Source: an optimization exercise on an open RTL-to-GDS flow (aim: small area). Production flows keep margins and buffers that such runs may drop.
Function was checked by simulation only, so behaviour that the tests miss may differ from the original.

run 4:
## multiply_matrix
module multiply_matrix
(
    input clk,
    input load,
	input load_w,
	input [159:0] c,
    input [63:0] a,
	input [63:0] b,
    output logic [159:0] out
);
For scale: roughly 450 I/O pins, ~0.16 mm² of cells after synthesis.
clock: 5.0 ns
lec_check: 0
cap_margin: 20
core_margin: 2
core_utilization: 60
cts_buf_list: sky130_fd_sc_hd__clkbuf_8 sky130_fd_sc_hd__clkbuf_16
cts_cluster_diameter: 60
cts_cluster_size: 20
place_density: 0.8
slew_margin: 20
synth_hierarchical: 1
standard.sh (not shown) runs the stock make flow with config.mk's settings and CLKGATE_MAP_FILE= SYNTH_SCRIPT=/design/flow/synth_recipe.tcl, a recipe that flattens the netlist after the stock synthesis.
==> flow/flow/run.sh <==
#!/bin/bash
# Layout: the standard flow (standard.sh, unchanged synthesis and steps),
# with the input and output port buffers made of sky130_fd_sc_hd__buf_1 and
# clock tree synthesis without dummy loads and with larger sink clusters.
set -euo pipefail
export BUFFER_PORTS_ARGS="-buffer_cell sky130_fd_sc_hd__buf_1"
export CTS_ARGS="-sink_clustering_enable -repair_clock_nets -dont_use_dummy_load -sink_clustering_size 30 -sink_clustering_max_diameter 80 -buf_list sky130_fd_sc_hd__clkbuf_16"
bash standard.sh > standard_flow.log 2>&1
Input-level comparison between run 3 and run 4:
# run 4
export LEC_CHECK = 0
export CAP_MARGIN = 20
export CORE_MARGIN = 2
export CORE_UTILIZATION = 60
export CTS_BUF_LIST = sky130_fd_sc_hd__clkbuf_8 sky130_fd_sc_hd__clkbuf_16
export CTS_CLUSTER_DIAMETER = 60
export CTS_CLUSTER_SIZE = 20
export PLACE_DENSITY = 0.8
export SLEW_MARGIN = 20
export SYNTH_HIERARCHICAL = 1
create_clock -name core_clock -period 5.0 [get_ports {clk}]
# run 3
export LEC_CHECK = 0
export CAP_MARGIN = 20
export CORE_MARGIN = 2
export CORE_UTILIZATION = 64
export PLACE_DENSITY = 0.76
export SLEW_MARGIN = 20
export SYNTH_HIERARCHICAL = 1
create_clock -name core_clock -period 5.0 [get_ports {clk}]
==> flow/flow/run.sh <==
#!/bin/bash
# Layout: the standard flow (standard.sh, unchanged synthesis and steps),
# with the input and output port buffers made of sky130_fd_sc_hd__buf_1 and
# clock tree synthesis without dummy loads and with larger sink clusters.
set -euo pipefail
export BUFFER_PORTS_ARGS="-buffer_cell sky130_fd_sc_hd__buf_1"
export CTS_ARGS="-sink_clustering_enable -repair_clock_nets -dont_use_dummy_load -sink_clustering_size 30 -sink_clustering_max_diameter 90 -buf_list sky130_fd_sc_hd__clkbuf_16"
bash standard.sh > standard_flow.log 2>&1
### Flow results
- Taking run 4 as the reference, in run 3 number of antenna violations at the first check in global routing fell 1, met2 capacity usage during global routing rose 6.3 points.
- Compared run 3 vs run 4, and layout-stage area growth over the synthesis result is down in run 3.
- Number of vias after detailed routing for run 3 is higher than for run 4.

multiply_matrix again, from the RTL that the note above started with.
## multiply_matrix
module multiply_matrix
(
    input clk,
    input load,
	input load_w,
	input [159:0] c,
    input [63:0] a,
	input [63:0] b,
    output logic [159:0] out
);
export LEC_CHECK = 0
export CAP_MARGIN = 20
export CORE_MARGIN = 2
export CORE_UTILIZATION = 66
export CTS_BUF_LIST = sky130_fd_sc_hd__clkbuf_8 sky130_fd_sc_hd__clkbuf_16
export CTS_CLUSTER_DIAMETER = 60
export CTS_CLUSTER_SIZE = 20
export PLACE_DENSITY = 0.78
export SLEW_MARGIN = 20
export SYNTH_HIERARCHICAL = 1
create_clock -name core_clock -period 5.0 [get_ports {clk}]
==> flow/flow/run.sh <==
#!/bin/bash
# Layout: the standard flow (standard.sh, unchanged synthesis and steps),
# with the input and output port buffers made of sky130_fd_sc_hd__buf_1 and
# clock tree synthesis without dummy loads and with larger sink clusters.
set -euo pipefail
export BUFFER_PORTS_ARGS="-buffer_cell sky130_fd_sc_hd__buf_1"
export CTS_ARGS="-sink_clustering_enable -repair_clock_nets -dont_use_dummy_load -sink_clustering_size 30 -sink_clustering_max_diameter 80 -buf_list sky130_fd_sc_hd__clkbuf_16"
bash standard.sh > standard_flow.log 2>&1
Next try:
CORE_UTILIZATION = 60   (was 66)
PLACE_DENSITY = 0.65   (was 0.78)
Cell area grows slightly.
Maximum frequency went down slightly.
Clock skew came out lower by 0.023 ns.
Count of clock-buffer cells in the layout came out higher by 7.
Non-clock buffer count came out higher by 73.
Sequential share of layout area is lower by 0.32 points.
Worst setup slack loses 0.093 ns.
Area after synthesis is unchanged.
Routed wire length is lower slightly.
Next try:
==> flow/flow/run.sh (replaced) <==
#!/bin/bash
# Layout: the standard flow (standard.sh, unchanged synthesis and steps),
# with the input and output port buffers made of sky130_fd_sc_hd__buf_1.
set -euo pipefail
export BUFFER_PORTS_ARGS="-buffer_cell sky130_fd_sc_hd__buf_1"
bash standard.sh > standard_flow.log 2>&1
PLACE_DENSITY = 0.72   (was 0.65)
Outcome: Routed wire length decreases by 2.0%. Via count is about the same. Setup slack degrades by 0.12 ns. Global-route usage decreases by 0.83 points. Sequential share of layout area decreases by 0.43 points. Utilization increases by 0.69 points. Final cell count increases by 0.58%. Area after synthesis is unchanged. Die area is unchanged.
Next try:
==> flow/flow/run.sh (replaced) <==
#!/bin/bash
# Layout: the standard flow (standard.sh, unchanged synthesis and steps),
# with the input and output port buffers made of sky130_fd_sc_hd__buf_1 and
# clock tree synthesis without dummy loads and with larger sink clusters.
set -euo pipefail
export BUFFER_PORTS_ARGS="-buffer_cell sky130_fd_sc_hd__buf_1"
export CTS_ARGS="-sink_clustering_enable -repair_clock_nets -dont_use_dummy_load -sink_clustering_size 30 -sink_clustering_max_diameter 90 -buf_list sky130_fd_sc_hd__clkbuf_16"
bash standard.sh > standard_flow.log 2>&1
Outcome: Sequential cell count is unchanged. Worst setup slack improves by 0.077 ns. Wire length fell by 0.50%. Hold slack is worse by 0.026 ns. Final area falls by 2.0%.
Next try:
==> flow/flow/run.sh (replaced) <==
#!/bin/bash
# Layout: the standard flow (standard.sh, unchanged synthesis and steps),
# with the input and output port buffers made of sky130_fd_sc_hd__buf_1 and
# clock tree synthesis without dummy loads and with larger sink clusters.
set -euo pipefail
export BUFFER_PORTS_ARGS="-buffer_cell sky130_fd_sc_hd__buf_1"
export CTS_ARGS="-sink_clustering_enable -repair_clock_nets -dont_use_dummy_load -sink_clustering_size 30 -sink_clustering_max_diameter 80 -buf_list sky130_fd_sc_hd__clkbuf_16"
bash standard.sh > standard_flow.log 2>&1
GPL_TIMING_DRIVEN = 0   (was default)
This time the run finished but failed the layout checks on negative setup slack.
First-iteration DRC count rises by 2.4%.
Flip-flop and latch count is unchanged.
Cell count goes up by 9.4%.
Synthesized cell count does not change.
Via count went up by 4.6%.
Wire length went up by 3.9%.

-- static timing again, ports no longer ideal --
How much do the figures lean on ideal ports? The routed layouts below were timed once more, with nothing changed but the port constraints.
Step 1 (the two cells are an assumption about what drives the block):
set clk [get_ports {clk}]
set_driving_cell -lib_cell sky130_fd_sc_hd__clkbuf_16 $clk
set_driving_cell -lib_cell sky130_fd_sc_hd__buf_2 [delete_from_list [all_inputs] $clk]
Step 2 also shifts input and output timing later by t, the mid clock arrival at the registers, as if the neighbouring blocks saw the same clock.
a / b / c = ideal ports / drivers / drivers and shift; a / b = the first two.
run	t, ns	setup slack, ns	worst setup path at the end
run 4	0.982	0.189 / 0.189 / 0.189	register to register
run 3	0.914	0.176 / 0.176 / 0.176	register to register
the first run of note 2	0.928	0.275 / 0.275 / 0.275	register to register
the second run of note 2	0.954	0.182 / 0.182 / 0.182	register to register
the third run of note 2	1.015	0.058 / 0.058 / 0.058	register to register
the fourth run of note 2	1.016	0.136 / 0.135 / 0.135	register to register
the fifth run of note 2	0.950	-0.190 / -0.190 / -0.589	input to register
The setup slack of the fifth run of note 2, which loses most, moves by 0.000 ns with the drivers and by -0.399 ns with both steps.
